From an optimization exercise on the open Yosys and OpenROAD flow, aimed at small area and a short achievable clock period; shortcuts taken in it are not production practice. The RTL was checked by simulation tests, not by an equivalence proof against the original design. Power and IR drop assume default switching activity.

`flow/config.mk`:
```
export PLATFORM = sky130hd
export DESIGN_NAME = fadd_sub
export DESIGN_NICKNAME = fadd_sub
export VERILOG_FILES = /design/flow/design.v
export SDC_FILE = /design/flow/constraint.sdc
export NUM_CORES = 4
export LEC_CHECK = 0
export ABC_AREA = 1
export CAP_MARGIN = 20
export CORE_MARGIN = 2
export CORE_UTILIZATION = 40
export SLEW_MARGIN = 20
```
`flow/constraint.sdc`:
```
create_clock -name core_clock -period 12.0 [get_ports {clk_i}]
set_input_delay 2.4000 -clock core_clock [delete_from_list [all_inputs] [get_ports {clk_i}]]
set_output_delay 2.4000 -clock core_clock [all_outputs]
set_load 0.01 [all_outputs]
```
`flow/design.v`:
```
module fadd_sub(
  input  logic        clk_i,
  input  logic [31:0] operand_a,
  input  logic [31:0] operand_b,
  output logic [31:0] result_o
);
  wire        sa = operand_a[31], sb = operand_b[31];
  wire [7:0]  fa = operand_a[30:23], fb = operand_b[30:23];
  wire        za = (fa == 8'd0), zb = (fb == 8'd0);    
  wire [7:0]  ea1 = {fa[7:1], fa[0] | za};             
  wire [7:0]  eb1 = {fb[7:1], fb[0] | zb};
  wire [23:0] ma = {~za, operand_a[22:0]};
  wire [23:0] mb = {~zb, operand_b[22:0]};
  wire [7:0]  ea = {fa[7:1], fa[0] | (za & (operand_a[22:0] != 23'd0))};
  wire [7:0]  eb = {fb[7:1], fb[0] | (zb & (operand_b[22:0] != 23'd0))};
  wire [7:0]  xp = fa ^ ~fb;
  wire [7:0]  xg = fa & ~fb;
  wire eg0 = xg[1] | (xp[1] & xg[0]);
  wire ep0 = xp[1] & xp[0];
  wire eg1 = xg[3] | (xp[3] & xg[2]);
  wire ep1 = xp[3] & xp[2];
  wire eg2 = xg[5] | (xp[5] & xg[4]);
  wire ep2 = xp[5] & xp[4];
  wire eg3 = xg[7] | (xp[7] & xg[6]);
  wire ep3 = xp[7] & xp[6];
  wire eg4 = xg[2] | (xp[2] & eg0);
  wire ep4 = xp[2] & ep0;
  wire eg5 = eg1 | (ep1 & eg0);
  wire ep5 = ep1 & ep0;
  wire eg6 = xg[6] | (xp[6] & eg2);
  wire ep6 = xp[6] & ep2;
  wire eg7 = eg3 | (ep3 & eg2);
  wire ep7 = ep3 & ep2;
  wire eg8 = xg[4] | (xp[4] & eg5);
  wire ep8 = xp[4] & ep5;
  wire eg9 = eg2 | (ep2 & eg5);
  wire ep9 = ep2 & ep5;
  wire eg10 = eg6 | (ep6 & eg5);
  wire ep10 = ep6 & ep5;
  wire eg11 = eg7 | (ep7 & eg5);
  wire ep11 = ep7 & ep5;
  wire [7:0]  gE = {eg11, eg10, eg9, eg8, eg5, eg4, eg0, xg[0]};
  wire [7:0]  pE;
  assign pE[0] = xp[0];
  assign pE[1] = pE[0] & xp[1];
  assign pE[2] = pE[1] & xp[2];
  assign pE[3] = pE[2] & xp[3];
  assign pE[4] = pE[3] & xp[4];
  assign pE[5] = pE[4] & xp[5];
  assign pE[6] = pE[5] & xp[6];
  assign pE[7] = pE[6] & xp[7];
  wire        a_exp_gt = gE[7];               
  wire        exp_eq = pE[7];                 
  wire [7:0]  d;                              
  wire        corr = za ^ zb;
  assign d[0] = a_exp_gt ? (xp[0] ^ ~corr) : ~(xp[0] ^ corr);
  assign d[1] = a_exp_gt ? (xp[1] ^ (gE[0] | (pE[0] & ~corr))) : ~(xp[1] ^ (gE[0] | (pE[0] & corr)));
  assign d[2] = a_exp_gt ? (xp[2] ^ (gE[1] | (pE[1] & ~corr))) : ~(xp[2] ^ (gE[1] | (pE[1] & corr)));
  assign d[3] = a_exp_gt ? (xp[3] ^ (gE[2] | (pE[2] & ~corr))) : ~(xp[3] ^ (gE[2] | (pE[2] & corr)));
  assign d[4] = a_exp_gt ? (xp[4] ^ (gE[3] | (pE[3] & ~corr))) : ~(xp[4] ^ (gE[3] | (pE[3] & corr)));
  assign d[5] = a_exp_gt ? (xp[5] ^ (gE[4] | (pE[4] & ~corr))) : ~(xp[5] ^ (gE[4] | (pE[4] & corr)));
  assign d[6] = a_exp_gt ? (xp[6] ^ (gE[5] | (pE[5] & ~corr))) : ~(xp[6] ^ (gE[5] | (pE[5] & corr)));
  assign d[7] = a_exp_gt ? (xp[7] ^ (gE[6] | (pE[6] & ~corr))) : ~(xp[7] ^ (gE[6] | (pE[6] & corr)));
  wire [23:0] ma_s = ma, mb_s = mb;
  wire        a_gt_b = a_exp_gt | (exp_eq & (operand_a[22:0] > operand_b[22:0]));
  wire        zero = (d[7:5] != 3'd0);                      
  wire        sub = sa ^ sb;
  wire [23:0] m_big   = a_gt_b ? ma : mb;
  wire [23:0] m_small = a_gt_b ? mb_s : ma_s;
  wire [23:0] sh1 = d[0] ? {1'b0, m_small[23:1]} : m_small;
  wire [23:0] sh2 = d[1] ? {2'b0, sh1[23:2]} : sh1;
  wire [23:0] sh4 = d[2] ? {4'b0, sh2[23:4]} : sh2;
  wire [23:0] sh8 = d[3] ? {8'b0, sh4[23:8]} : sh4;
  logic        r_sign, r_sub;
  logic [7:0]  r_exp;
  logic [23:0] r_x, r_y;
  logic [4:4] r_d;
  logic        r_zero;
  always_ff @(posedge clk_i) begin
    r_sign <= a_gt_b ? sa : sb;
    r_sub  <= sub;
    r_exp  <= a_gt_b ? ea : eb;
    r_x    <= m_big;
    r_y    <= sh8;
    r_d    <= d[4:4];
    r_zero <= zero;
  end
  wire [23:0] r_sh16 = r_d[4] ? {16'b0, r_y[23:16]} : r_y;
  wire [23:0] y = (r_zero ? 24'd0 : r_sh16) ^ {24{r_sub}};
  wire [24:0] p = {r_x ^ y, 1'b0};
  wire [24:0] g = {r_x & y, r_sub};
  wire [24:0] s;    
  wire cg12 = g[1] | (p[1] & g[0]);
  wire cp12 = p[1] & p[0];
  wire cg13 = g[3] | (p[3] & g[2]);
  wire cp13 = p[3] & p[2];
  wire cg14 = g[5] | (p[5] & g[4]);
  wire cp14 = p[5] & p[4];
  wire cg15 = g[7] | (p[7] & g[6]);
  wire cp15 = p[7] & p[6];
  wire cg16 = g[9] | (p[9] & g[8]);
  wire cp16 = p[9] & p[8];
  wire cg17 = g[11] | (p[11] & g[10]);
  wire cp17 = p[11] & p[10];
  wire cg18 = g[13] | (p[13] & g[12]);
  wire cp18 = p[13] & p[12];
  wire cg19 = g[15] | (p[15] & g[14]);
  wire cp19 = p[15] & p[14];
  wire cg20 = g[17] | (p[17] & g[16]);
  wire cp20 = p[17] & p[16];
  wire cg21 = g[19] | (p[19] & g[18]);
  wire cp21 = p[19] & p[18];
  wire cg22 = g[21] | (p[21] & g[20]);
  wire cp22 = p[21] & p[20];
  wire cg23 = g[23] | (p[23] & g[22]);
  wire cp23 = p[23] & p[22];
  wire cg24 = g[2] | (p[2] & cg12);
  wire cp24 = p[2] & cp12;
  wire cg25 = cg13 | (cp13 & cg12);
  wire cp25 = cp13 & cp12;
  wire cg26 = g[6] | (p[6] & cg14);
  wire cp26 = p[6] & cp14;
  wire cg27 = cg15 | (cp15 & cg14);
  wire cp27 = cp15 & cp14;
  wire cg28 = g[10] | (p[10] & cg16);
  wire cp28 = p[10] & cp16;
  wire cg29 = cg17 | (cp17 & cg16);
  wire cp29 = cp17 & cp16;
  wire cg30 = g[14] | (p[14] & cg18);
  wire cp30 = p[14] & cp18;
  wire cg31 = cg19 | (cp19 & cg18);
  wire cp31 = cp19 & cp18;
  wire cg32 = g[18] | (p[18] & cg20);
  wire cp32 = p[18] & cp20;
  wire cg33 = cg21 | (cp21 & cg20);
  wire cp33 = cp21 & cp20;
  wire cg34 = g[22] | (p[22] & cg22);
  wire cp34 = p[22] & cp22;
  wire cg35 = cg23 | (cp23 & cg22);
  wire cp35 = cp23 & cp22;
  wire cg36 = g[4] | (p[4] & cg25);
  wire cp36 = p[4] & cp25;
  wire cg37 = cg14 | (cp14 & cg25);
  wire cp37 = cp14 & cp25;
  wire cg38 = cg26 | (cp26 & cg25);
  wire cp38 = cp26 & cp25;
  wire cg39 = cg27 | (cp27 & cg25);
  wire cp39 = cp27 & cp25;
  wire cg40 = g[12] | (p[12] & cg29);
  wire cp40 = p[12] & cp29;
  wire cg41 = cg18 | (cp18 & cg29);
  wire cp41 = cp18 & cp29;
  wire cg42 = cg30 | (cp30 & cg29);
  wire cp42 = cp30 & cp29;
  wire cg43 = cg31 | (cp31 & cg29);
  wire cp43 = cp31 & cp29;
  wire cg44 = g[20] | (p[20] & cg33);
  wire cp44 = p[20] & cp33;
  wire cg45 = cg22 | (cp22 & cg33);
  wire cp45 = cp22 & cp33;
  wire cg46 = cg34 | (cp34 & cg33);
  wire cp46 = cp34 & cp33;
  wire cg47 = cg35 | (cp35 & cg33);
  wire cp47 = cp35 & cp33;
  wire cg48 = g[8] | (p[8] & cg39);
  wire cp48 = p[8] & cp39;
  wire cg49 = cg16 | (cp16 & cg39);
  wire cp49 = cp16 & cp39;
  wire cg50 = cg28 | (cp28 & cg39);
  wire cp50 = cp28 & cp39;
  wire cg51 = cg29 | (cp29 & cg39);
  wire cp51 = cp29 & cp39;
  wire cg52 = cg40 | (cp40 & cg39);
  wire cp52 = cp40 & cp39;
  wire cg53 = cg41 | (cp41 & cg39);
  wire cp53 = cp41 & cp39;
  wire cg54 = cg42 | (cp42 & cg39);
  wire cp54 = cp42 & cp39;
  wire cg55 = cg43 | (cp43 & cg39);
  wire cp55 = cp43 & cp39;
  wire cg56 = g[24] | (p[24] & cg47);
  wire cp56 = p[24] & cp47;
  wire cg57 = g[16] | (p[16] & cg55);
  wire cp57 = p[16] & cp55;
  wire cg58 = cg20 | (cp20 & cg55);
  wire cp58 = cp20 & cp55;
  wire cg59 = cg32 | (cp32 & cg55);
  wire cp59 = cp32 & cp55;
  wire cg60 = cg33 | (cp33 & cg55);
  wire cp60 = cp33 & cp55;
  wire cg61 = cg44 | (cp44 & cg55);
  wire cp61 = cp44 & cp55;
  wire cg62 = cg45 | (cp45 & cg55);
  wire cp62 = cp45 & cp55;
  wire cg63 = cg46 | (cp46 & cg55);
  wire cp63 = cp46 & cp55;
  wire cg64 = cg47 | (cp47 & cg55);
  wire cp64 = cp47 & cp55;
  wire cg65 = cg56 | (cp56 & cg55);
  wire cp65 = cp56 & cp55;
  assign s[0] = p[1] ^ g[0];
  assign s[1] = p[2] ^ cg12;
  assign s[2] = p[3] ^ cg24;
  assign s[3] = p[4] ^ cg25;
  assign s[4] = p[5] ^ cg36;
  assign s[5] = p[6] ^ cg37;
  assign s[6] = p[7] ^ cg38;
  assign s[7] = p[8] ^ cg39;
  assign s[8] = p[9] ^ cg48;
  assign s[9] = p[10] ^ cg49;
  assign s[10] = p[11] ^ cg50;
  assign s[11] = p[12] ^ cg51;
  assign s[12] = p[13] ^ cg52;
  assign s[13] = p[14] ^ cg53;
  assign s[14] = p[15] ^ cg54;
  assign s[15] = p[16] ^ cg55;
  assign s[16] = p[17] ^ cg57;
  assign s[17] = p[18] ^ cg58;
  assign s[18] = p[19] ^ cg59;
  assign s[19] = p[20] ^ cg60;
  assign s[20] = p[21] ^ cg61;
  assign s[21] = p[22] ^ cg62;
  assign s[22] = p[23] ^ cg63;
  assign s[23] = p[24] ^ cg64;
  assign s[24] = cg65;
  wire        norm = s[24] & ~r_sub;    
  assign result_o = {r_sign,
                     norm ? r_exp + 8'd1 : r_exp,
                     norm ? s[23:1] : s[22:0]};
endmodule
```
`flow/standard.sh`:
```
#!/bin/bash
# synth_recipe.tcl (not shown) runs the flow's synth.tcl, then flattens the netlist and writes it again
# the make line also repeats each setting of config.mk as NAME=value (left out here)
make -C /OpenROAD-flow-scripts/flow DESIGN_CONFIG=/design/flow/config.mk WORK_HOME=/design/flow/orfs CLKGATE_MAP_FILE= SYNTH_SCRIPT=/design/flow/synth_recipe.tcl "${@:-finish}"
```
`flow/flow/run.sh`:
```
#!/bin/bash
# Own layout flow: the standard ORFS flow (standard.sh), with two changes:
#  - ports are buffered with sky130_fd_sc_hd__buf_1 (which repair may upsize)
#    instead of the clkdlybuf4s50_1 that buffer_ports picks by default;
#  - repair_timing aims for a setup slack margin of MARGIN ns.
# Every tool's output goes to the ORFS logs under orfs/logs and to standard.log.
set -euo pipefail
MARGIN=$(cat flow/margin 2>/dev/null || echo 5)
export BUFFER_PORTS_ARGS="-buffer_cell sky130_fd_sc_hd__buf_1"
bash standard.sh SETUP_SLACK_MARGIN=$MARGIN finish > standard.log 2>&1
```
`flow/flow/margin`:
```
5.8
```
==> results of run 1 <==
worst min-delay path by stage:
stage | to | cells after the start
6_report | r_sub | 2
5_1_grt | r_sub | 2
4_1_cts | r_sub | 2
3_5_place_dp | r_sub | 2
3_3_place_gp | r_sub | 2
2_1_floorplan | r_sub | 1
flip-flops by register name (all words and copies together), names as in the netlist:
register  cells
r_d           1
r_y          24
r_sub         1
r_zero        1
r_exp         8
r_x          24
r_sign        1
metal layers:
metal	up-vias	share of wire, %	track usage, %
li1	3488	-	-
met5	-	0	0
met2	185	43	34.62
met1	2937	49	32.20
met4	0	1.5	5.882
met3	20	5.7	1.968
critical path, cell delays in order, from the launching register on:
cell and delay [ns]:
dfxtp_1 0.39, nor2_4 0.21, buf_4 0.17, nand2_1 0.06, xor2_1 0.14, ha_1 0.34
a21oi_1 0.09, nor2_1 0.09, nor2_1 0.05, o21bai_1 0.23, a31oi_1 0.15, nand2_2 0.21
nand3_2 0.10, nand2_2 0.11, nand2_4 0.22, inv_8 0.23, nand2_1 0.07, nand2_1 0.06
buf_1 0.15
repair_timing:
item                       CTS  global route
hold buffers                 0             0
gates resized for setup      4             7
cloned                       0             0
setup endpoints to repair   30            50
pin swaps                    0             1
setup buffers                0             2
placed cells by master, fill, tap and decap left out, types with 6 or more instances in the layout:
master and n:
a21oi_1 30, buf_1 96, clkbuf_16 9, dfxtp_1 59, ha_1 55, inv_1 96, nand2_1 289, nand2_2 22
nand3_1 202, nand4_1 10, nor2_1 52, nor3_1 6, nor4_1 11, o21ai_0 51, xnor2_1 6, xor2_1 43
cell families (layout without fill, tap and decap cells):
family	Yosys count	count (layout)
xor+xnor	49	49
compound gates	99	99
buf+inv	145	215
simple gates	606	606
flops	60	60
mux	1	1
fa+ha+maj	61	61
final cells by class:
type / instances / share of cell area (%)
Clock buffer: 12 / 3.504
Sequential cell: 60 / 17.13
Inverter: 103 / 5.674
Timing Repair Buffer: 98 / 5.336
Tap cell: 216 / 3.842
Clock inverter: 2 / 0.1779
Multi-Input combinational cell: 816 / 64.34
power groups by stage:
stage	clock network (mW)	registers, mW	logic, mW
6_report	0.219	0.280	0.621
3_3_place_gp	0	0.282	0.616
2_1_floorplan	0	0.269	0.477
5_1_grt	0.233	0.284	0.717
4_1_cts	0.222	0.279	0.619
3_5_place_dp	0	0.282	0.617
metrics by stage:
step / utilization (%) / instance area, sq um / total power [mW] / hold WS [ns]
final: 44.93 / 7034 / 1.120 / 2.340
after floorplan: - / 6336 / 0.7460 / 2.493
after CTS: 44.73 / 7003 / 1.121 / 2.327
after global placement: 43.00 / 6731 / 0.8986 / 2.650
after detailed placement: 43.00 / 6731 / 0.8987 / 2.660
after global routing: 44.93 / 7034 / 1.235 / 2.347
==> out/metrics.yaml, run 1 <==
worst_pin_slew_ns: 0.8394
synth-seq-area-share_pct: 18.96
ys_top_cells_by_count: "nand2_1, nand3_1, inv_1, dfxtp_1, ha_1"
die_w_microns: 129.9
viasPerCell: 5.073
gr-total-overflow: 0
clockBufferDepth: 2
ant_nets: 0
synth_cell_types: 42
drive_above_1_share_pct: 5.408
synthMuxAreaShare_pct: 0.1777
grt_pass1_vias: 5958
antenna_found_initial: 0
final_nets: 1214
vdd_ir_drop_max_mv: 0.05942
tritoncts: "done"
critPathArrivalTime_ns: 3.40
die-area_sq_mm: 0.01686
ys_async_sr_fraction_pct: 0
cts_root_buffer: "clkbuf_16"
synth-xor-area-share_pct: 6.773
yosysMostFrequentCell: "nand2_1"
multi_input_comb_area_sq_mm: 0.004526
setup_tns_ns: 0
dp_cells: 1291
slew_violations: 0
grt_pass1_wl_microns: 29560
worstSetupPathType: "flop to primary output"
clock-sinks: 60
end_kind: "primary output"
start_util_pct: 40.47
io_buffers: 96
switchingPower_mw: 0.5135
cts_buffers: 9
ys_seq_elements: 60
p_int_mw: 0.6068
period_share_pct: 48.35
core_sq_mm: 0.01566
worstPathMaxFanout: 34
num-fill-cells: 1765
worstSetupEndpoint: "result_o[1]"
clk_pin_slew_ns: 0.05
io-pin-count: 97
synth.cell_area_sq_mm: 0.006336
drv_cap: 0
avgSynthCellArea_sq_um: 6.206
yosys_warnings: 1
synth_fp_nets: 1147
synth_compound_area_share_pct: 8.472
fin_ws_ns: 6.197
n_antenna_cell: 0
grtUsageTotal_pct: 21.99
required_ns: 9.60
synth-adder-area-share_pct: 12.76
die_h_microns: 129.9
relSlewSlack_pct: 43.98
rsz0062_at_grt: "no"
layout.area.seq_sq_mm: 0.001205
hp-class: "input pin to flop"
power_density_mw_per_mm2: 159.3
rows: 46
dp_slack_ns: 5.562
syn_to_final_growth_pct: 11.02
crit_start: "r_zero"
period_needed_ns: 5.803
setup_viol: 0
h-tree-depth: 3
place_hpwl_microns: 14800
ys.flop_type: "dfxtp_1"
firstDrtPassIters: 7
hold_violations: 0
synth_area_leader_cell: "dfxtp_1"
route.vias.total: 6630
min_from: "operand_b[31]"
drtIter0Drc: 441
routedWlPerCell_microns: 13.75
ys_top_cells_by_area: "dfxtp_1, nand2_1, nand3_1, ha_1, xor2_1"
leakage_nw: 3.464
power_frac_comb_pct: 55.5
final_cells: 1307
drc: 0
clkPwrFrac_pct: 19.5
synth_edf_count: 0
grt_max_degree: 92
synthCells: 1021
routed_wl_microns: 17970
start_kind: "flop"
seq_power_share_pct: 25.0
outcome: "finished clean"
switching_share_pct: 45.84
gp_congestion: 0.8827
synth-simple-area-share_pct: 43.01
synth_top_cell_area_share_pct: 18.96
synth_top_family_by_area: "simple AND/OR/NAND/NOR gates"
max_freq_mhz: 172.3
==> inputs of run 2 (changes only) <==
==> flow/flow/run.sh (replaced) <==
#!/bin/bash
# Own layout flow: the standard ORFS flow (standard.sh), with these changes:
#  - ports are buffered with sky130_fd_sc_hd__buf_1 (which repair may upsize)
#    instead of the clkdlybuf4s50_1 that buffer_ports picks by default;
#  - repair_timing aims for a setup slack margin of MARGIN ns (flow/margin);
#  - any extra ORFS variables listed in flow/env (KEY=VALUE lines).
# Every tool's output goes to the ORFS logs under orfs/logs, and make's own
# output to standard.log in this folder.
set -euo pipefail
MARGIN=$(cat flow/margin 2>/dev/null || echo 5)
export BUFFER_PORTS_ARGS="-buffer_cell sky130_fd_sc_hd__buf_1"
if [[ -f flow/env ]]; then set -a; source flow/env; set +a; fi
bash standard.sh SETUP_SLACK_MARGIN=$MARGIN finish > standard.log 2>&1
==> flow/flow/env (new file) <==
CTS_ARGS="-sink_clustering_enable -repair_clock_nets -dont_use_dummy_load -buf_list sky130_fd_sc_hd__clkbuf_8"
==> out/metrics.yaml, run 2 <==
grtUsageTotal_pct: 21.93
ys.flop_type: "dfxtp_1"
max_freq_mhz: 174.8
largest_registers: "r_x: 24 flops, r_y: 24 flops, r_exp: 8 flops"
synth_edf_count: 0
synth_cell_types: 42
drive_above_1_share_pct: 5.249
clock-sinks: 60
relSlewSlack_pct: 43.50
setup_tns_ns: 0
outcome: "finished clean"
min_from: "operand_b[31]"
antenna_found_initial: 0
ys_async_sr_fraction_pct: 0
switching_share_pct: 48.46
ys_seq_elements: 60
cts_buffers: 9
route.vias.total: 6633
tritoncts: "done"
rows: 46
h-tree-depth: 3
io-pin-count: 97
ys_top_cells_by_count: "nand2_1, nand3_1, inv_1, dfxtp_1, ha_1"
synthCells: 1021
die_w_microns: 129.9
power_density_mw_per_mm2: 149.3
seq_power_share_pct: 27.1
worstSetupPathType: "flop to primary output"
layout_common_cells: "nand2_1, nand3_1, inv_1, buf_1, dfxtp_1"
clkPwrFrac_pct: 12.4
switchingPower_mw: 0.4996
ant_nets: 0
final_common_cell: "nand2_1"
setup_viol: 0
leakage_nw: 3.401
yosys_warnings: 1
die-area_sq_mm: 0.01686
grt_pass1_vias: 5956
syn_to_final_growth_pct: 9.005
worstPathMaxFanout: 9
hold_violations: 0
core_sq_mm: 0.01566
critPathArrivalTime_ns: 3.32
start_util_pct: 40.47
worst_pin_slew_ns: 0.8466
vdd_ir_drop_max_mv: 0.05676
grt_max_degree: 92
drtIter0Drc: 441
gr-total-overflow: 0
yosysMostFrequentCell: "nand2_1"
routed_wl_microns: 18020
required_ns: 9.60
hold_ws_ns: 2.343
synth.cell_area_sq_mm: 0.006336
clockBufferDepth: 2
end_kind: "primary output"
slew_violations: 0
synth_fp_nets: 1147
grt_pass1_wl_microns: 29480
avgSynthCellArea_sq_um: 6.206
n_antenna_cell: 0
viasPerCell: 5.094
routedWlPerCell_microns: 13.84
clk_pin_slew_ns: 0.06
firstDrtPassIters: 5
ys_top_cells_by_area: "dfxtp_1, nand2_1, nand3_1, ha_1, xor2_1"
p_int_mw: 0.5313
gp_congestion: 0.8827
holdPathStages: 2
place_hpwl_microns: 14800
rsz0062_at_grt: "no"
min_to: "r_sub"
final_nets: 1214
power_frac_comb_pct: 60.5
drc: 0
drv_cap: 0
period_needed_ns: 5.721
die_h_microns: 129.9
io_buffers: 96
cts_root_buffer: "clkbuf_8"
synth_top_cell_area_share_pct: 18.96
crit_start: "r_zero"
synth_area_leader_cell: "dfxtp_1"
period_share_pct: 47.67
hp-class: "input pin to flop"
start_kind: "flop"
synth-seq-area-share_pct: 18.96
==> run 2: cell count changes in the layout (fill, tap and decap cells not counted), sizes merged <==
cell,delta
clkbuf,-3
clkinvlp,-1
clkinv,-1
==> run 2: worst max-delay path by stage <==
stage / end / slack (ns)
2_1_floorplan: result_o[25] / 6.53
3_3_place_gp: result_o[12] / 5.71
3_5_place_dp: result_o[1] / 5.56
4_1_cts: result_o[12] / 5.99
5_1_grt: result_o[15] / 5.82
6_report: result_o[16] / 6.28
==> run 2: area by class of cell <==
type                       count  area [sq um]
multi-input combinational    816          4534
timing repair buffer          98         375.4
tap                          216         270.3
sequential                    60          1204
clock buffer                   9         123.9
fill                        1778          8748
inverter                     103         399.1
==> run 2: cells by family (layout without fill, tap and decap cells) <==
logic type,after synthesis,count (layout),share of synthesized area (%)
fa+ha+maj,61,61,12.76
mux,1,1,0.1777
compound gates,99,99,8.472
simple gates,606,606,43.01
xor+xnor,49,49,6.773
buf+inv,145,210,9.854
flops,60,60,18.96
==> run 2: timing repair <==
item | in CTS | in global routing
hold buffers | 0 | 0
setup buffers | 0 | 2
resized for setup | 5 | 8
endpoints found under the setup margin | 30 | 49
pin swaps | 0 | 1
==> run 2: critical path: stages (launching register included) <==
cell	delay, ns
dfxtp_2	0.37
nor2_4	0.19
buf_4	0.17
nand2_1	0.06
xor2_1	0.14
ha_1	0.33
a21oi_1	0.18
nor2_1	0.06
nor2_1	0.09
o21bai_1	0.11
a31oi_1	0.20
nand2_2	0.19
fa_1	0.41
xor2_1	0.20
nand2_1	0.08
nand2_1	0.07
buf_1	0.14
==> run 2: stage by stage <==
| step | util, % | total power [mW] | cell area [sq um] | instances | worst slack (ns) |
|---|---|---|---|---|---|
| 5_1_grt | 44.12 | 1.143 | 6907 | 1302 | 5.818 |
| 4_1_cts | 43.90 | 1.030 | 6873 | 1300 | 5.991 |
| 2_1_floorplan | - | 0.7460 | 6336 | 1021 | 6.529 |
| 6_report | 44.12 | 1.031 | 6907 | 1302 | 6.280 |
| 3_5_place_dp | 43.00 | 0.8987 | 6731 | 1291 | 5.562 |
| 3_3_place_gp | 43.00 | 0.8986 | 6731 | 1291 | 5.706 |
==> run 2: power groups by stage <==
stage,Sequential [mW],Combinational [mW],Clock (mW)
2_1_floorplan,0.269,0.477,0
3_3_place_gp,0.282,0.616,0
6_report,0.280,0.624,0.128
5_1_grt,0.284,0.719,0.140
3_5_place_dp,0.282,0.617,0
4_1_cts,0.279,0.620,0.131
==> run 2: metal layers <==
layer	share of wire (%)	track usage, %
met1	50	32.12
met4	1.4	6.199
met3	4.9	1.968
met2	44	34.37
met5	0	0
==> inputs of run 3 (changes only) <==
--- a/flow/flow/run.sh
+++ b/flow/flow/run.sh
@@ -4,4 +4,7 @@
 #    instead of the clkdlybuf4s50_1 that buffer_ports picks by default;
 #  - repair_timing aims for a setup slack margin of MARGIN ns (flow/margin);
+#  - if flow/abc.script exists, synthesis is the standard synthesis script
+#    with that ABC script for the combinational mapping (flow/my_synth.tcl);
+#    flip-flops are mapped before ABC runs, so registers are unchanged;
 #  - any extra ORFS variables listed in flow/env (KEY=VALUE lines).
 # Every tool's output goes to the ORFS logs under orfs/logs, and make's own
@@ -11,3 +14,8 @@
 export BUFFER_PORTS_ARGS="-buffer_cell sky130_fd_sc_hd__buf_1"
 if [[ -f flow/env ]]; then set -a; source flow/env; set +a; fi
-bash standard.sh SETUP_SLACK_MARGIN=$MARGIN finish > standard.log 2>&1
+EXTRA=()
+if [[ -f flow/abc.script ]]; then
+  export MY_ABC_SCRIPT="$PWD/flow/abc.script"
+  EXTRA+=("SYNTH_SCRIPT=$PWD/flow/my_synth.tcl")
+fi
+bash standard.sh "${EXTRA[@]}" SETUP_SLACK_MARGIN=$MARGIN finish > standard.log 2>&1
--- a/flow/config.mk
+++ b/flow/config.mk
@@ -10,3 +10,4 @@
 export CORE_MARGIN = 2
 export CORE_UTILIZATION = 40
+export CTS_BUF_LIST = sky130_fd_sc_hd__clkbuf_8
 export SLEW_MARGIN = 20
removed: flow/flow/env
==> out/metrics.yaml, run 3 <==
synth_top_cell_area_share_pct: 18.96
core_sq_mm: 0.01566
routed_wl_microns: 18060
viasPerCell: 5.086
ys_top_cells_by_area: "dfxtp_1, nand2_1, nand3_1, ha_1, xor2_1"
ys_async_sr_fraction_pct: 0
clk_pin_slew_ns: 0.06
firstDrtPassIters: 7
dp_slack_ns: 5.562
worstSetupPathType: "flop to primary output"
yosysMostFrequentCell: "nand2_1"
totalPowerFinal_mw: 1.048
synth-seq-area-share_pct: 18.96
layout_common_cells: "nand2_1, nand3_1, inv_1, buf_1, dfxtp_1"
cts_buffers: 9
synth_cell_types: 42
drive_above_1_share_pct: 5.500
worst_pin_slew_ns: 0.8434
final_common_cell: "nand2_1"
grtUsageTotal_pct: 21.93
setup_viol: 0
tritoncts: "done"
die_w_microns: 129.9
start_util_pct: 40.47
rsz0062_at_grt: "no"
n_antenna_cell: 0
ys_seq_elements: 60
grt_pass1_wl_microns: 29490
synthCells: 1021
gr-total-overflow: 0
die-area_sq_mm: 0.01686
die_h_microns: 129.9
ys.flop_type: "dfxtp_1"
final_nets: 1214
start_kind: "flop"
route.vias.total: 6647
setup_tns_ns: 0
clock-sinks: 60
synth_fp_nets: 1147
power_density_mw_per_mm2: 150.9
hp-class: "input pin to flop"
period_share_pct: 47.70
leakage_nw: 3.423
synth_area_leader_cell: "dfxtp_1"
place_hpwl_microns: 14800
fin_util_pct: 44.33
synth_edf_count: 0
worstPathMaxFanout: 9
synth.cell_area_sq_mm: 0.006336
drtIter0Drc: 434
period_needed_ns: 5.724
antenna_found_initial: 0
syn_to_final_growth_pct: 9.538
fin_ws_ns: 6.276
slew_violations: 0
avgSynthCellArea_sq_um: 6.206
grt_max_degree: 92
drv_cap: 0
drc: 0
critPathArrivalTime_ns: 3.32
rows: 46
cts_root_buffer: "clkbuf_8"
num-fill-cells: 1780
vdd_ir_drop_max_mv: 0.05691
ant_nets: 0
outcome: "finished clean"
hold_violations: 0
end_kind: "primary output"
io-pin-count: 97
h-tree-depth: 3
largest_registers: "r_x: 24 flops, r_y: 24 flops, r_exp: 8 flops"
ys_top_cells_by_count: "nand2_1, nand3_1, inv_1, dfxtp_1, ha_1"
io_buffers: 96
yosys_warnings: 1
relSlewSlack_pct: 43.71
hold_ws_ns: 2.333
gp_congestion: 0.8827
max_freq_mhz: 174.7
clockBufferDepth: 2
routedWlPerCell_microns: 13.82
grt_pass1_vias: 5949
required_ns: 9.60
[run 3: final cells by class]
| type | count | area (sq um) | area share (%) |
|---|---|---|---|
| repair buffers | 98 | 375.4 | 5.408 |
| clock buffers | 10 | 137.6 | 1.983 |
| well taps | 216 | 270.3 | 3.894 |
| flip-flops and latches | 60 | 1204 | 17.34 |
| clock inverters | 4 | 20.02 | 0.2884 |
| inverters | 103 | 399.1 | 5.751 |
| multi-input cells | 816 | 4534 | 65.33 |
[run 3: kinds of logic (layout without fill, tap and decap cells)]
family | after synthesis | count (layout) | share of synthesized area [%]
compound gates | 99 | 99 | 8.472
xor+xnor | 49 | 49 | 6.773
fa+ha+maj | 61 | 61 | 12.76
buf+inv | 145 | 215 | 9.854
flops | 60 | 60 | 18.96
mux | 1 | 1 | 0.1777
simple gates | 606 | 606 | 43.01
[run 3: repair_timing]
action	in CTS	in global routing
setup endpoints to repair	30	49
hold buffers	0	0
endpoints found under the hold margin	0	0
setup buffers	0	2
gates resized for setup	5	8
pin swaps	0	1
cloned	0	0
[run 3: report_power, final]
group	switching (mW)	total [mW]	leakage (nW)	internal, mW
Combinational	0.410	0.624	2.83	0.213
Clock	0.0681	0.144	0.0866	0.0762
Sequential	0.0281	0.280	0.504	0.251
Total	0.507	1.05	3.42	0.541
[run 3: path summary, 6_finish.rpt]
kind | from | endpoint | slack (ns) | cells after the start
worst max-delay path | r_zero | result_o[16] | 6.28 | 16
worst min-delay path | operand_b[31] | r_sub | 2.33 | 2
[run 3: worst max-delay path: stages (launching register included)]
cell	delay [ns]
dfxtp_2	0.37
nor2_4	0.19
buf_4	0.17
nand2_1	0.06
xor2_1	0.14
ha_1	0.33
a21oi_1	0.18
nor2_1	0.06
nor2_1	0.09
o21bai_1	0.11
a31oi_1	0.20
nand2_2	0.19
fa_1	0.41
xor2_1	0.20
nand2_1	0.08
nand2_1	0.07
buf_1	0.14
[run 3: per-stage QoR]
| stage | cell area (sq um) | cells |
|---|---|---|
| finish | 6940 | 1307 |
| CTS | 6907 | 1305 |
| global route | 6940 | 1307 |
| floorplan | 6336 | 1021 |
| global placement | 6731 | 1291 |
| detailed placement | 6731 | 1291 |
[run 3: metal layers]
layer | GRT usage, % | share of wire [%] | vias to the layer above
li1 | - | - | 3488
met1 | 32.12 | 50 | 2956
met2 | 34.52 | 44 | 187
met3 | 1.968 | 4.8 | 16
met4 | 5.882 | 1.1 | 0
met5 | 0 | 0 | -
==> inputs of run 4 (changes only) <==
==> flow/flow/env (new file) <==
CTS_ARGS="-sink_clustering_enable -repair_clock_nets -dont_use_dummy_load -buf_list sky130_fd_sc_hd__clkbuf_8 -sink_clustering_size 30 -sink_clustering_max_diameter 300"
--- a/flow/config.mk
+++ b/flow/config.mk
@@ -10,4 +10,3 @@
 export CORE_MARGIN = 2
 export CORE_UTILIZATION = 40
-export CTS_BUF_LIST = sky130_fd_sc_hd__clkbuf_8
 export SLEW_MARGIN = 20
==> out/metrics.yaml, run 4 <==
outcome: "finished clean"
start_kind: "flop"
synth_cell_types: 42
synth-seq-area-share_pct: 18.96
syn_to_final_growth_pct: 9.005
power_density_mw_per_mm2: 149.3
totalPowerFinal_mw: 1.031
rsz0062_at_grt: "no"
holdPathStages: 2
firstDrtPassIters: 5
synth_edf_count: 0
end_kind: "primary output"
leakage_nw: 3.401
routed_wl_microns: 18020
required_ns: 9.60
io_buffers: 96
gr-total-overflow: 0
hold_violations: 0
die-area_sq_mm: 0.01686
ys.flop_type: "dfxtp_1"
ys_top_cells_by_count: "nand2_1, nand3_1, inv_1, dfxtp_1, ha_1"
setup_tns_ns: 0
ys_async_sr_fraction_pct: 0
drive_above_1_share_pct: 5.249
n_antenna_cell: 0
worstSetupPathType: "flop to primary output"
drtIter0Drc: 441
yosys_warnings: 1
min_to: "r_sub"
final_nets: 1214
ys_seq_elements: 60
rows: 46
ant_nets: 0
largest_registers: "r_x: 24 flops, r_y: 24 flops, r_exp: 8 flops"
clk_pin_slew_ns: 0.06
cts_root_buffer: "clkbuf_8"
worst_pin_slew_ns: 0.8466
grt_max_degree: 92
grtUsageTotal_pct: 21.93
core_sq_mm: 0.01566
critPathArrivalTime_ns: 3.32
tritoncts: "done"
vdd_ir_drop_max_mv: 0.05676
start_util_pct: 40.47
synth.cell_area_sq_mm: 0.006336
layout_common_cells: "nand2_1, nand3_1, inv_1, buf_1, dfxtp_1"
synth_fp_nets: 1147
synth_top_cell_area_share_pct: 18.96
grt_pass1_vias: 5956
h-tree-depth: 3
place_hpwl_microns: 14800
cts_buffers: 9
clockBufferDepth: 2
antenna_found_initial: 0
die_h_microns: 129.9
final_common_cell: "nand2_1"
viasPerCell: 5.094
dp_slack_ns: 5.562
min_from: "operand_b[31]"
yosysMostFrequentCell: "nand2_1"
period_needed_ns: 5.721
max_freq_mhz: 174.8
setup_viol: 0
synth_area_leader_cell: "dfxtp_1"
die_w_microns: 129.9
slew_violations: 0
drv_cap: 0
ys_top_cells_by_area: "dfxtp_1, nand2_1, nand3_1, ha_1, xor2_1"
gp_congestion: 0.8827
io-pin-count: 97
clock-sinks: 60
fin_ws_ns: 6.280
avgSynthCellArea_sq_um: 6.206
drc: 0
grt_pass1_wl_microns: 29480
synthCells: 1021
route.vias.total: 6633
period_share_pct: 47.67
hp-class: "input pin to flop"
routedWlPerCell_microns: 13.84
relSlewSlack_pct: 43.50
worstPathMaxFanout: 9
-- run 4: cell counts after synthesis --
No cell type changed its count.
-- run 4: timing repair --
item	4_1_cts	5_1_grt
buffers inserted	0	2
pin swaps	0	1
hold buffers	0	0
gates cloned	0	0
endpoints found under the setup margin	30	49
resized for setup	5	8
-- run 4: cells by family (layout without fill, tap and decap cells) --
| kind of cell | after synthesis | after routing | synth area share [%] |
|---|---|---|---|
| buf+inv | 145 | 210 | 9.854 |
| simple gates | 606 | 606 | 43.01 |
| compound gates | 99 | 99 | 8.472 |
| xor+xnor | 49 | 49 | 6.773 |
| fa+ha+maj | 61 | 61 | 12.76 |
| mux | 1 | 1 | 0.1777 |
| flops | 60 | 60 | 18.96 |
-- run 4: final cells by class --
cell class / instances / area (sq um)
fillers: 1778 / 8748
multi-input cells: 816 / 4534
flip-flops and latches: 60 / 1204
inverters: 103 / 399.1
repair buffers: 98 / 375.4
well taps: 216 / 270.3
clock buffers: 9 / 123.9
-- run 4: worst max-delay path by stage --
stage / start / to / slack (ns)
after CTS: r_d / result_o[12] / 5.99
after detailed placement: r_d / result_o[1] / 5.56
after floorplan: r_d / result_o[25] / 6.53
after global placement: r_d / result_o[12] / 5.71
after global routing: r_d / result_o[15] / 5.82
final: r_zero / result_o[16] / 6.28
-- run 4: metal layers --
metal	share of wire, %	vias up	global-route usage [%]
li1	-	3482	-
met1	50	2938	32.12
met2	44	190	34.37
met3	4.9	23	1.968
met4	1.4	0	6.199
met5	0	-	0
-- run 4: per-stage QoR --
stage	hold slack, ns	std cells	instance area (sq um)	util (%)
2_1_floorplan	2.493	1021	6336	-
3_3_place_gp	2.650	1291	6731	43.00
3_5_place_dp	2.660	1291	6731	43.00
4_1_cts	2.321	1300	6873	43.90
5_1_grt	2.341	1302	6907	44.12
6_report	2.343	1302	6907	44.12
-- run 4: report_power, final --
group | internal, mW | switching, mW
registers | 0.252 | 0.0281
logic | 0.213 | 0.410
clock network | 0.0663 | 0.0614
-- run 4: critical path: stages, from the launching register on --
cell,delay (ns)
dfxtp_2,0.37
nor2_4,0.19
buf_4,0.17
nand2_1,0.06
xor2_1,0.14
ha_1,0.33
a21oi_1,0.18
nor2_1,0.06
nor2_1,0.09
o21bai_1,0.11
a31oi_1,0.20
nand2_2,0.19
fa_1,0.41
xor2_1,0.20
nand2_1,0.08
nand2_1,0.07
buf_1,0.14
==> inputs of run 5 (changes only) <==
==> flow/flow/abc.script (new file) <==
strash
ifraig
scorr
dc2
dretime
strash
&get -n
&dch -f
&nf
&put
buffer -c
topo
stime -c
upsize -c
dnsize -c
==> flow/flow/my_synth.tcl (new file) <==
# The standard synthesis script (synth_recipe.tcl), except that Yosys's abc
# step runs the ABC script named by MY_ABC_SCRIPT instead of ORFS's.
proc synth {args} { yosys synth -nofsm -noshare {*}$args }
proc abc {args} {
  set i [lsearch -exact $args -script]
  if {$i >= 0 && [info exists ::env(MY_ABC_SCRIPT)] && $::env(MY_ABC_SCRIPT) ne ""} {
    lset args [expr {$i + 1}] $::env(MY_ABC_SCRIPT)
  }
  yosys abc {*}$args
}
source $::env(SCRIPTS_DIR)/synth.tcl
# left out here: clear keep_hierarchy, flatten, clean up, hide names made inside functions, write 1_2_yosys.v
removed: flow/flow/env
==> out/metrics.yaml, run 5 <==
outcome: "finished clean"
max_stage_delay_ns: 0.38
route.vias.total: 5506
vdd_ir_drop_max_mv: 0.07016
grt_pass1_wl_microns: 27210
yosys_warnings: 1
h-tree-depth: 3
synthCells: 702
cts_buffers: 9
max_freq_mhz: 131.3
synth_edf_count: 0
cp_common_cell: "a21oi_2"
die-area_sq_mm: 0.01479
core_sq_mm: 0.01335
required_ns: 9.60
rsz0062_at_grt: "yes"
ys_top_cells_by_area: "dfxtp_1, ha_1, mux2i_1, o21ai_0, nand2_1"
worstSetupEndpoint: "result_o[0]"
start_util_pct: 41.44
period_share_pct: 63.49
gp_congestion: 1.024
firstDrtPassIters: 5
cp_slowest_cell: "dfxtp_4"
hp-class: "input pin to flop"
drive_above_1_share_pct: 24.62
synth_top_cell_area_share_pct: 21.71
relSlewSlack_pct: 48.49
grt_max_degree: 55
crit_start: "r_d"
routedWlPerCell_microns: 17.66
setup_tns_ns: 0
drc: 0
slew_violations: 0
yosysMostFrequentCell: "nand2_1"
n_antenna_cell: 0
viasPerCell: 5.372
io_buffers: 96
synth_cell_types: 54
drtIter0Drc: 243
avgSynthCellArea_sq_um: 7.880
ys.flop_type: "dfxtp_1"
gr-total-overflow: 0
power_density_mw_per_mm2: 182.7
cts_root_buffer: "clkbuf_16"
dp_slack_ns: 3.954
synth-seq-area-share_pct: 21.71
end_kind: "primary output"
grtUsageTotal_pct: 23.80
layout_common_cells: "nand2_1, buf_1, o21ai_0, dfxtp_1, ha_1"
start_kind: "flop"
ys_seq_elements: 60
syn_to_final_growth_pct: 35.24
setup_viol: 0
synth_area_leader_cell: "dfxtp_1"
fin_ws_ns: 4.381
clk_pin_slew_ns: 0.05
hold_violations: 0
clockBufferDepth: 2
worst_pin_slew_ns: 0.7700
die_h_microns: 121.6
synth.cell_area_sq_mm: 0.005532
final_nets: 971
period_needed_ns: 7.619
synth_fp_nets: 828
grt_pass1_vias: 5235
critPathArrivalTime_ns: 5.22
clock-sinks: 60
place_hpwl_microns: 13000
ys_top_cells_by_count: "nand2_1, o21ai_0, dfxtp_1, ha_1"
ys_async_sr_fraction_pct: 0
die_w_microns: 121.6
drv_cap: 0
io-pin-count: 97
antenna_found_initial: 1
largest_registers: "r_x: 24 flops, r_y: 24 flops, r_exp: 8 flops"
rows: 42
num-fill-cells: 1211
tritoncts: "done"
ant_nets: 0
worstPathMaxFanout: 10
routed_wl_microns: 18100
final_common_cell: "nand2_1"
leakage_nw: 3.357
ctsHoldBuffers: 0
worstSetupPathType: "flop to primary output"
## run 5: cell types whose count changed after synthesis, moves of 19 or more
cell / delta
mux2i_1: +48
xnor2_1: +23
nand2_2: -23
nand3_1: -196
o21ai_0: +21
inv_1: -48
nand2_1: -208
clkbuf_1: +19
## run 5: worst min-delay path by stage
stage,startpoint,end,slack (ns),cells after the start
global route,operand_b[31],r_sign,2.34,3
CTS,operand_b[31],r_sign,2.30,3
floorplan,operand_b[31],r_sub,2.49,1
finish,operand_b[31],r_sub,2.32,2
detailed placement,operand_b[31],r_sign,2.64,3
global placement,operand_b[31],r_sign,2.64,3
## run 5: cell families after synthesis
logic type	synth area share, %
simple gates	16.29
compound gates	19.52
buf+inv	6.175
mux	12.83
fa+ha+maj	14.61
flops	21.71
xor+xnor	8.867
## run 5: cell type report
| cell class | instances | area [sq um] | share of cell area (%) |
|---|---|---|---|
| Inverter | 49 | 185.2 | 2.475 |
| Tap cell | 176 | 220.2 | 2.944 |
| Sequential cell | 60 | 1210 | 16.17 |
| Timing Repair Buffer | 170 | 1262 | 16.88 |
| Clock inverter | 3 | 15.01 | 0.2007 |
| Multi-Input combinational cell | 555 | 4352 | 58.17 |
| Clock buffer | 12 | 236.5 | 3.161 |
## run 5: layer usage
metal	GRT usage [%]	up-vias	wire [microns]
li1	-	2736	-
met1	31.92	2548	8292
met2	39.12	180	8492
met3	2.996	40	751
met4	9.195	2	550
met5	0	-	10
## run 5: report_power, final
part / switching [mW] / total [mW] / leakage (nW) / internal (mW)
combinational: 0.440 / 0.868 / 2.73 / 0.428
sequential: 0.0296 / 0.283 / 0.505 / 0.253
clock: 0.0790 / 0.216 / 0.126 / 0.137
total: 0.548 / 1.37 / 3.36 / 0.819
## run 5: timing repair
action                                  4_1_cts  5_1_grt
setup buffers                                43       16
pin swaps                                    21       38
cloned                                        5        3
resized for setup                            61       71
endpoints found under the setup margin       56       53
## run 5: per-stage QoR
step,cell area [sq um],hold slack [ns],std cells,power (mW),utilization [%]
final,7481,2.319,1025,1.367,56.05
after global routing,7481,2.335,1025,1.453,56.05
after CTS,7088,2.300,1006,1.258,53.10
after detailed placement,6187,2.644,943,0.9037,46.35
after global placement,6187,2.640,943,0.8913,46.35
after floorplan,5697,2.493,702,0.7521,-
## run 5: worst max-delay path, delay by kind of cell (launching register included)
kind                   cells  cell delay (ns)
multiplexers               1             0.15
flip-flops                 1             0.38
AO/OA/AOI/OAI             22             3.33
AND/OR/NAND/NOR            2             0.43
buffers and inverters      4             0.58
==> inputs of run 6 (changes only) <==
==> flow/flow/abc.script (replaced) <==
strash
dch
map -B 0.9 -D 4000
topo
stime -c
buffer -c
upsize -c -D 4000
dnsize -c -D 4000
==> flow/flow/env (new file) <==
CTS_ARGS="-sink_clustering_enable -repair_clock_nets -dont_use_dummy_load -buf_list sky130_fd_sc_hd__clkbuf_8"
==> out/metrics.yaml, run 6 <==
outcome: "finished clean"
ant_nets: 0
start_util_pct: 41.20
fin_util_pct: 47.54
fin_area_sq_mm: 0.006625
end_kind: "primary output"
avgSynthCellArea_sq_um: 6.344
drive_above_1_share_pct: 7.329
clockBufferDepth: 2
switchingPower_mw: 0.4858
final_common_cell: "nand2_1"
max_freq_mhz: 166.2
drtIter0Drc: 466
worstSetupPathType: "flop to primary output"
power_density_mw_per_mm2: 157.5
ys_async_sr_fraction_pct: 0
firstDrtPassIters: 5
hp-class: "input pin to flop"
io_buffers: 96
ys_top_cells_by_area: "dfxtp_1, nand2_1, nand3_1, ha_1, o21ai_0"
ys_seq_elements: 60
synth_fp_nets: 1031
clk_pin_slew_ns: 0.05
h-tree-depth: 3
slew_violations: 0
post_dp_cell_area_sq_mm: 0.006206
synth_top_cell_area_share_pct: 20.92
io-pin-count: 97
gp_congestion: 0.8883
tritoncts: "done"
routedWlPerCell_microns: 14.03
hold_violations: 0
final_nets: 1124
p_int_mw: 0.5576
synthCells: 905
critPathArrivalTime_ns: 3.62
relSlewSlack_pct: 60.99
syn_to_final_growth_pct: 15.38
power_frac_comb_pct: 60.8
worstPathMaxFanout: 15
grt_pass1_vias: 5224
vdd_ir_drop_max_mv: 0.05308
clock-sinks: 60
leakage_nw: 3.088
grt_pass1_wl_microns: 26280
largest_registers: "r_x: 24 flops, r_y: 24 flops, r_exp: 8 flops"
synth.cell_area_sq_mm: 0.005742
layout_common_cells: "nand2_1, nand3_1, buf_1, o21ai_0, inv_1"
crit_start: "r_d"
rsz0062_at_grt: "no"
yosysMostFrequentCell: "nand2_1"
gr-total-overflow: 0
synth-seq-area-share_pct: 20.92
seq_power_share_pct: 27.2
die_h_microns: 123.8
synth_edf_count: 0
min_from: "operand_a[31]"
die_w_microns: 123.8
drv_cap: 0
num-fill-cells: 1489
cts_buffers: 9
grtUsageTotal_pct: 21.79
n_antenna_cell: 0
route.vias.total: 6063
switching_share_pct: 46.56
grt_max_degree: 87
die-area_sq_mm: 0.01533
clkPwrFrac_pct: 12.1
worst_pin_slew_ns: 0.5791
viasPerCell: 5.156
setup_tns_ns: 0
synth_cell_types: 34
place_hpwl_microns: 13440
synth_area_leader_cell: "dfxtp_1"
routed_wl_microns: 16490
ys.flop_type: "dfxtp_1"
yosys_warnings: 1
period_share_pct: 50.13
rows: 43
required_ns: 9.60
setup_viol: 0
ctsHoldBuffers: 0
hold_ws_ns: 2.319
start_kind: "flop"
antenna_found_initial: 0
final_cells: 1176
dp_cells: 1144
ys_top_cells_by_count: "nand2_1, nand3_1, o21ai_0, inv_1, nor2_1"
core_sq_mm: 0.01393
worstSetupEndpoint: "result_o[15]"
period_needed_ns: 6.016
cts_root_buffer: "clkbuf_8"
drc: 0
run 6: worst min path at each step:
| stage | endpoint | slack (ns) | cells after the start |
|---|---|---|---|
| 5_1_grt | r_sub | 2.33 | 2 |
| 3_3_place_gp | r_sub | 2.64 | 2 |
| 6_report | r_sub | 2.32 | 2 |
| 3_5_place_dp | r_sub | 2.64 | 2 |
| 4_1_cts | r_sub | 2.31 | 2 |
| 2_1_floorplan | r_sub | 2.49 | 1 |
run 6: stage by stage:
stage	total power, mW	setup slack (ns)
finish	1.043	5.984
global route	1.149	5.729
CTS	1.012	5.815
detailed placement	0.8658	5.073
global placement	0.8639	5.177
floorplan	0.7040	5.875
run 6: critical path, stage by stage (launching register included):
cell	delay (ns)
dfxtp_4	0.37
nor2_4	0.18
nand2_1	0.10
xor2_1	0.15
ha_1	0.37
a21oi_2	0.18
nor2_1	0.05
nor2_1	0.12
nor2_1	0.06
nor2_1	0.15
inv_1	0.10
a221oi_2	0.21
inv_1	0.08
a21oi_1	0.17
nand2_2	0.10
a21oi_4	0.18
nor2_2	0.07
buf_4	0.14
clkbuf_4	0.20
o21ai_0	0.17
clkbuf_2	0.15
run 6: logic make-up after synthesis:
logic type               count (synthesis)  synth area share, %
buffers and inverters                  124                8.172
AND/OR/NAND/NOR                        461                34.95
flip-flops                              60                20.92
adder cells (fa/ha/maj)                 61                14.08
multiplexers                             1               0.1961
AO/OA/AOI/OAI                          142                13.14
XOR/XNOR                                56                8.542
run 6: repair_timing:
item / in CTS / in global routing
hold endpoints to repair: 0 / 0
endpoints found under the setup margin: 42 / 55
setup buffers: 9 / 11
gates cloned: 3 / 0
pin swaps: 2 / 8
gates resized for setup: 15 / 40
run 6: metal layers:
metal	vias to the layer above	share of wire, %	global-route usage (%)
met3	13	4.6	1.740
li1	3220	-	-
met2	158	43	33.62
met4	0	0.66	4.474
met1	2672	52	33.01
met5	-	0	0
run 6: layout make-up:
type / instances / area (sq um) / share of cell area, %
clock buffer: 9 / 123.9 / 1.870
sequential: 60 / 1206 / 18.21
tap: 180 / 225.2 / 3.399
multi-input combinational: 721 / 4149 / 62.63
timing repair buffer: 122 / 576.8 / 8.706
timing repair inverter: 2 / 15.01 / 0.2266
inverter: 82 / 329.1 / 4.967
run 6: power groups by stage:
stage	sequential [mW]	combinational (mW)	clock, mW
after floorplan	0.272	0.432	0
after global placement	0.285	0.579	0
after detailed placement	0.285	0.580	0
after CTS	0.283	0.599	0.130
after global routing	0.289	0.721	0.138
final	0.284	0.634	0.126
==> inputs of run 7 (changes only) <==
==> flow/flow/margin (replaced) <==
6.3
==> out/metrics.yaml, run 7 <==
worstSetupPathType: "flop to primary output"
slew_violations: 0
synth-seq-area-share_pct: 20.92
min_from: "operand_b[31]"
vdd_ir_drop_max_mv: 0.05241
core_sq_mm: 0.01393
ys_async_sr_fraction_pct: 0
required_ns: 9.60
dp_slack_ns: 4.620
clock-sinks: 60
relSlewSlack_pct: 65.70
max_freq_mhz: 169.4
syn_to_final_growth_pct: 23.56
synthCells: 905
rows: 43
power_density_mw_per_mm2: 162.2
drc: 0
synth-simple-area-share_pct: 34.95
final_common_cell: "nand2_1"
io_buffers: 96
worst_pin_slew_ns: 0.5092
end_kind: "primary output"
final_nets: 1162
start_kind: "flop"
cts_buffers: 9
tritoncts: "done"
place_hpwl_microns: 13650
rsz0062_at_grt: "yes"
cts_root_buffer: "clkbuf_8"
power_frac_comb_pct: 63.8
switching_share_pct: 45.72
route.vias.total: 6367
ant_nets: 0
die_w_microns: 123.8
gp_congestion: 0.8971
seq_power_share_pct: 25.0
setup_tns_ns: 0
crit_start: "r_zero"
die-area_sq_mm: 0.01533
synth_top_family_by_area: "simple AND/OR/NAND/NOR gates"
n_antenna_cell: 0
grtUsageTotal_pct: 23.38
synth_top_cell_area_share_pct: 20.92
synth.cell_area_sq_mm: 0.005742
clkPwrFrac_pct: 11.2
synth-adder-area-share_pct: 14.08
ys_top_cells_by_count: "nand2_1, nand3_1, o21ai_0, inv_1, nor2_1"
io-pin-count: 97
antenna_found_initial: 1
period_needed_ns: 5.905
fin_ws_ns: 6.095
p_int_mw: 0.6247
start_util_pct: 41.20
firstDrtPassIters: 5
synth_cell_types: 34
ys.flop_type: "dfxtp_1"
viasPerCell: 5.245
synthMuxAreaShare_pct: 0.1961
dp_cells: 1143
grt_pass1_wl_microns: 28130
ys_top_cells_by_area: "dfxtp_1, nand2_1, nand3_1, ha_1, o21ai_0"
grt_max_degree: 51
leakage_nw: 3.357
outcome: "finished clean"
drv_cap: 0
drive_above_1_share_pct: 14.80
avgSynthCellArea_sq_um: 6.344
synth_fp_nets: 1031
hp-class: "input pin to flop"
ctsHoldBuffers: 0
synth_compound_area_share_pct: 13.14
period_share_pct: 49.21
critPathArrivalTime_ns: 3.50
switchingPower_mw: 0.5263
yosysMostFrequentCell: "nand2_1"
yosys_warnings: 1
h-tree-depth: 3
clk_pin_slew_ns: 0.06
gr-total-overflow: 0
ys_seq_elements: 60
die_h_microns: 123.8
synth_area_leader_cell: "dfxtp_1"
synth-xor-area-share_pct: 8.542
largest_registers: "r_x: 24 flops, r_y: 24 flops, r_exp: 8 flops"
synth_edf_count: 0
clockBufferDepth: 2
worstPathMaxFanout: 8
setup_viol: 0
layout_common_cells: "nand2_1, nand3_1, inv_1, o21ai_0, buf_1"
drtIter0Drc: 524
routed_wl_microns: 18060
routedWlPerCell_microns: 14.88
hold_violations: 0
grt_pass1_vias: 5541
final_cells: 1214
-- run 7: repair_timing --
item	in CTS	in global routing
buffers inserted	39	15
endpoints found under the setup margin	66	55
cloned	4	4
pin swaps	21	19
gates resized for setup	84	34
-- run 7: logic make-up (layout without fill, tap and decap cells) --
| family | count (synthesis) | after routing |
|---|---|---|
| fa+ha+maj | 61 | 61 |
| flops | 60 | 60 |
| simple gates | 461 | 463 |
| xor+xnor | 56 | 56 |
| mux | 1 | 1 |
| compound gates | 142 | 143 |
| buf+inv | 124 | 250 |
-- run 7: power groups by stage --
stage | Combinational, mW | Sequential [mW] | Clock (mW)
6_report | 0.735 | 0.287 | 0.129
3_3_place_gp | 0.576 | 0.289 | 0
2_1_floorplan | 0.438 | 0.272 | 0
4_1_cts | 0.679 | 0.286 | 0.132
5_1_grt | 0.819 | 0.291 | 0.141
3_5_place_dp | 0.580 | 0.288 | 0
-- run 7: routing by layer --
| layer | track usage, % | vias to the layer above | routed length, microns |
|---|---|---|---|
| li1 | - | 3303 | - |
| met1 | 34.80 | 2856 | 9065 |
| met2 | 36.37 | 183 | 8006 |
| met3 | 1.419 | 25 | 682 |
| met4 | 6.463 | 0 | 310 |
| met5 | 0 | - | 0 |
-- run 7: area by class of cell --
type,instances,area (sq um)
tap,180,225.2
timing repair inverter,5,35.03
timing repair buffer,154,899.6
fill,1447,6840
multi-input combinational,724,4269
inverter,82,329.1
clock buffer,9,123.9
sequential,60,1212
-- run 7: worst paths after layout --
path                  endpoint  slack [ns]  cells past startpoint
setup / recovery  result_o[22]        6.10                     23
hold / removal           r_sub        2.32                      2
-- run 7: critical path, stage by stage (launching register included) --
cell,delay (ns)
dfxtp_4,0.37
nor2_4,0.17
buf_6,0.13
nand2_2,0.04
xor2_1,0.14
ha_1,0.34
inv_2,0.08
nor2_1,0.06
nor2_2,0.11
nor2_1,0.05
nor2_1,0.16
inv_1,0.12
a221oi_2,0.25
inv_1,0.10
a21oi_2,0.14
nand2_2,0.09
a21oi_4,0.18
nor2_4,0.06
buf_6,0.13
clkinvlp_4,0.07
buf_6,0.13
nand2_2,0.05
o21ai_2,0.05
buf_2,0.14
-- run 7: per-stage QoR --
step                hold slack (ns)  cell area, sq um  util, %  power (mW)
floorplan                     2.493              5764        -      0.7101
detailed placement            2.664              6203    44.52      0.8686
global placement              2.659              6203    44.52      0.8656
finish                        2.319              7094    50.91       1.151
CTS                           2.316              6840    49.09       1.097
global route                  2.314              7094    50.91       1.251
==> inputs of run 8 (changes only) <==
==> flow/flow/abc.script (replaced) <==
strash
dch
map -B 0.9 -D 3000
topo
stime -c
buffer -c
upsize -c -D 3000
dnsize -c -D 3000
==> flow/flow/margin (replaced) <==
5.8
==> out/metrics.yaml, run 8 <==
ant_nets: 0
antenna_found_initial: 0
cts_root_buffer: "clkbuf_8"
ys_seq_elements: 60
final_common_cell: "nand2_1"
core_sq_mm: 0.01453
drtIter0Drc: 404
synth_area_leader_cell: "dfxtp_1"
max_freq_mhz: 167.7
grtUsageTotal_pct: 22.65
rsz0062_at_grt: "yes"
route.vias.total: 6409
seq_power_share_pct: 26.9
synth_edf_count: 0
dp_slack_ns: 4.873
yosysMostFrequentCell: "nand2_1"
period_share_pct: 49.70
hold_violations: 0
start_util_pct: 40.87
layout_common_cells: "nand2_1, nand3_1, buf_1, inv_1, o21ai_0"
ys_async_sr_fraction_pct: 0
grt_max_degree: 59
drive_above_1_share_pct: 4.319
setup_viol: 0
gr-total-overflow: 0
synth_fp_nets: 1086
critPathArrivalTime_ns: 3.56
largest_registers: "r_x: 24 flops, r_y: 24 flops, r_exp: 8 flops"
totalPowerFinal_mw: 1.026
die-area_sq_mm: 0.01584
end_kind: "primary output"
power_density_mw_per_mm2: 153.2
clk_pin_slew_ns: 0.06
drc: 0
final_nets: 1170
io-pin-count: 97
yosys_warnings: 1
outcome: "finished clean"
synth-seq-area-share_pct: 20.22
grt_pass1_wl_microns: 29280
switching_share_pct: 47.96
num-fill-cells: 1610
p_int_mw: 0.5341
switchingPower_mw: 0.4922
place_hpwl_microns: 14650
worstSetupPathType: "flop to primary output"
ys_top_cells_by_count: "nand2_1, nand3_1, inv_1, o21ai_0"
die_w_microns: 125.9
fin_ws_ns: 6.036
rows: 44
synth.cell_area_sq_mm: 0.005941
h-tree-depth: 3
tritoncts: "done"
routedWlPerCell_microns: 14.71
n_antenna_cell: 0
leakage_nw: 3.214
syn_to_final_growth_pct: 12.78
synth_top_cell_area_share_pct: 20.22
viasPerCell: 5.228
clkPwrFrac_pct: 12.4
synthCells: 960
clock-sinks: 60
cts_buffers: 9
io_buffers: 96
firstDrtPassIters: 8
ys.flop_type: "dfxtp_1"
slew_violations: 0
vdd_ir_drop_max_mv: 0.05345
required_ns: 9.60
start_kind: "flop"
power_frac_comb_pct: 60.6
drv_cap: 0
die_h_microns: 125.9
gp_congestion: 0.8927
relSlewSlack_pct: 36.95
holdPathStages: 2
setup_tns_ns: 0
period_needed_ns: 5.964
grt_pass1_vias: 5858
synth_cell_types: 32
ys_top_cells_by_area: "dfxtp_1, nand3_1, nand2_1, ha_1, xor2_1"
avgSynthCellArea_sq_um: 6.188
worst_pin_slew_ns: 0.9446
routed_wl_microns: 18040
clockBufferDepth: 2
hp-class: "input pin to flop"
dp_cells: 1205
final_cells: 1226
worstPathMaxFanout: 13
-- run 8: logic make-up (layout without fill, tap and decap cells) --
group / count (synthesis) / after routing / share of synthesized area, %
compound gates: 123 / 123 / 11.10
xor+xnor: 51 / 51 / 7.519
fa+ha+maj: 61 / 61 / 13.61
buf+inv: 128 / 209 / 8.151
flops: 60 / 60 / 20.22
mux: 1 / 1 / 0.1895
simple gates: 536 / 537 / 39.22
-- run 8: metrics by stage --
step / instance area [sq um] / util, % / hold WS, ns
detailed placement: 6417 / 44.15 / 2.641
CTS: 6623 / 45.57 / 2.311
floorplan: 5941 / - / 2.493
global placement: 6417 / 44.15 / 2.624
global route: 6700 / 46.10 / 2.343
finish: 6700 / 46.10 / 2.323
-- run 8: worst max-delay path, stage by stage (launching register included) --
cell	delay, ns
dfxtp_2	0.38
nor2_4	0.22
buf_4	0.15
buf_4	0.13
nand2_1	0.08
xor2_1	0.15
ha_1	0.36
a21o_1	0.21
a21oi_1	0.13
o21ai_1	0.12
a21oi_2	0.17
nor2_1	0.05
nor2_1	0.11
nand2_2	0.17
nand2_4	0.15
clkinvlp_4	0.23
o21ai_0	0.24
buf_1	0.17
-- run 8: timing repair --
item / 4_1_cts / 5_1_grt
setup buffers: 4 / 5
pin swaps: 2 / 2
hold buffers: 0 / 0
cloned: 2 / 1
setup endpoints to repair: 31 / 49
gates resized for setup: 9 / 14
-- run 8: final timing paths --
check | start | endpoint | slack, ns
worst max-delay path | r_d | result_o[24] | 6.04
worst min-delay path | operand_b[31] | r_sub | 2.32
-- run 8: area by class of cell --
cell class | count | area, sq um | share of cell area [%]
clock buffers | 9 | 123.9 | 1.849
inverters | 89 | 340.3 | 5.079
multi-input cells | 773 | 4315 | 64.41
flip-flops and latches | 60 | 1204 | 17.96
well taps | 184 | 230.2 | 3.436
repair buffers | 109 | 471.7 | 7.040
repair inverters | 2 | 15.01 | 0.2241
-- run 8: layer usage --
layer / global-route usage (%) / part of all wire, %
met1: 34.00 / 50
met2: 34.09 / 43
met3: 1.359 / 4.9
met4: 8.533 / 2.7
met5: 0 / 0
-- run 8: power by group through the flow --
stage / clock network [mW] / logic [mW] / registers, mW
2_1_floorplan: 0 / 0.437 / 0.268
3_3_place_gp: 0 / 0.591 / 0.280
3_5_place_dp: 0 / 0.593 / 0.279
4_1_cts: 0.131 / 0.606 / 0.276
5_1_grt: 0.139 / 0.709 / 0.281
6_report: 0.128 / 0.622 / 0.277

-- port drivers added, routing unchanged --
The results above use ideal ports. As a check the final layouts listed here were re-extracted and re-timed, cells and wires unchanged. Step 1 assumes that a clkbuf_16 drives the clock port and a buf_2 every other input. Step 2 adds t to the input delays and takes it off the output delays; t is the mean of the earliest and latest rising clock arrival at the registers after step 1. Input paths then give back, and output paths get back, about the clock's delay inside the block. Slacks: ideal / step 1 / step 2; pairs: ideal / step 1.
| run | t (ns) | setup slack, ns | worst slew at a driven data input, ns |
|---|---|---|---|
| run 1 | 0.349 | 6.197 / 6.163 / 6.185 | 0.05 |
| run 2 | 0.342 | 6.279 / 6.250 / 6.196 | 0.05 |
| run 3 | 0.348 | 6.276 / 6.247 / 6.154 | 0.05 |
| run 4 | 0.342 | 6.279 / 6.250 / 6.196 | 0.05 |
| run 5 | 0.353 | 4.381 / 4.347 / 4.701 | 0.04 |
| run 6 | 0.340 | 5.984 / 5.955 / 5.882 | 0.04 |
| run 7 | 0.347 | 6.095 / 6.066 / 6.386 | 0.05 |
| run 8 | 0.344 | 6.036 / 6.006 / 5.782 | 0.05 |
After both steps setup and hold are still met in every run listed. For run 8, which loses most, drivers alone change the setup slack by -0.030 ns; drivers and shift together by -0.254 ns.
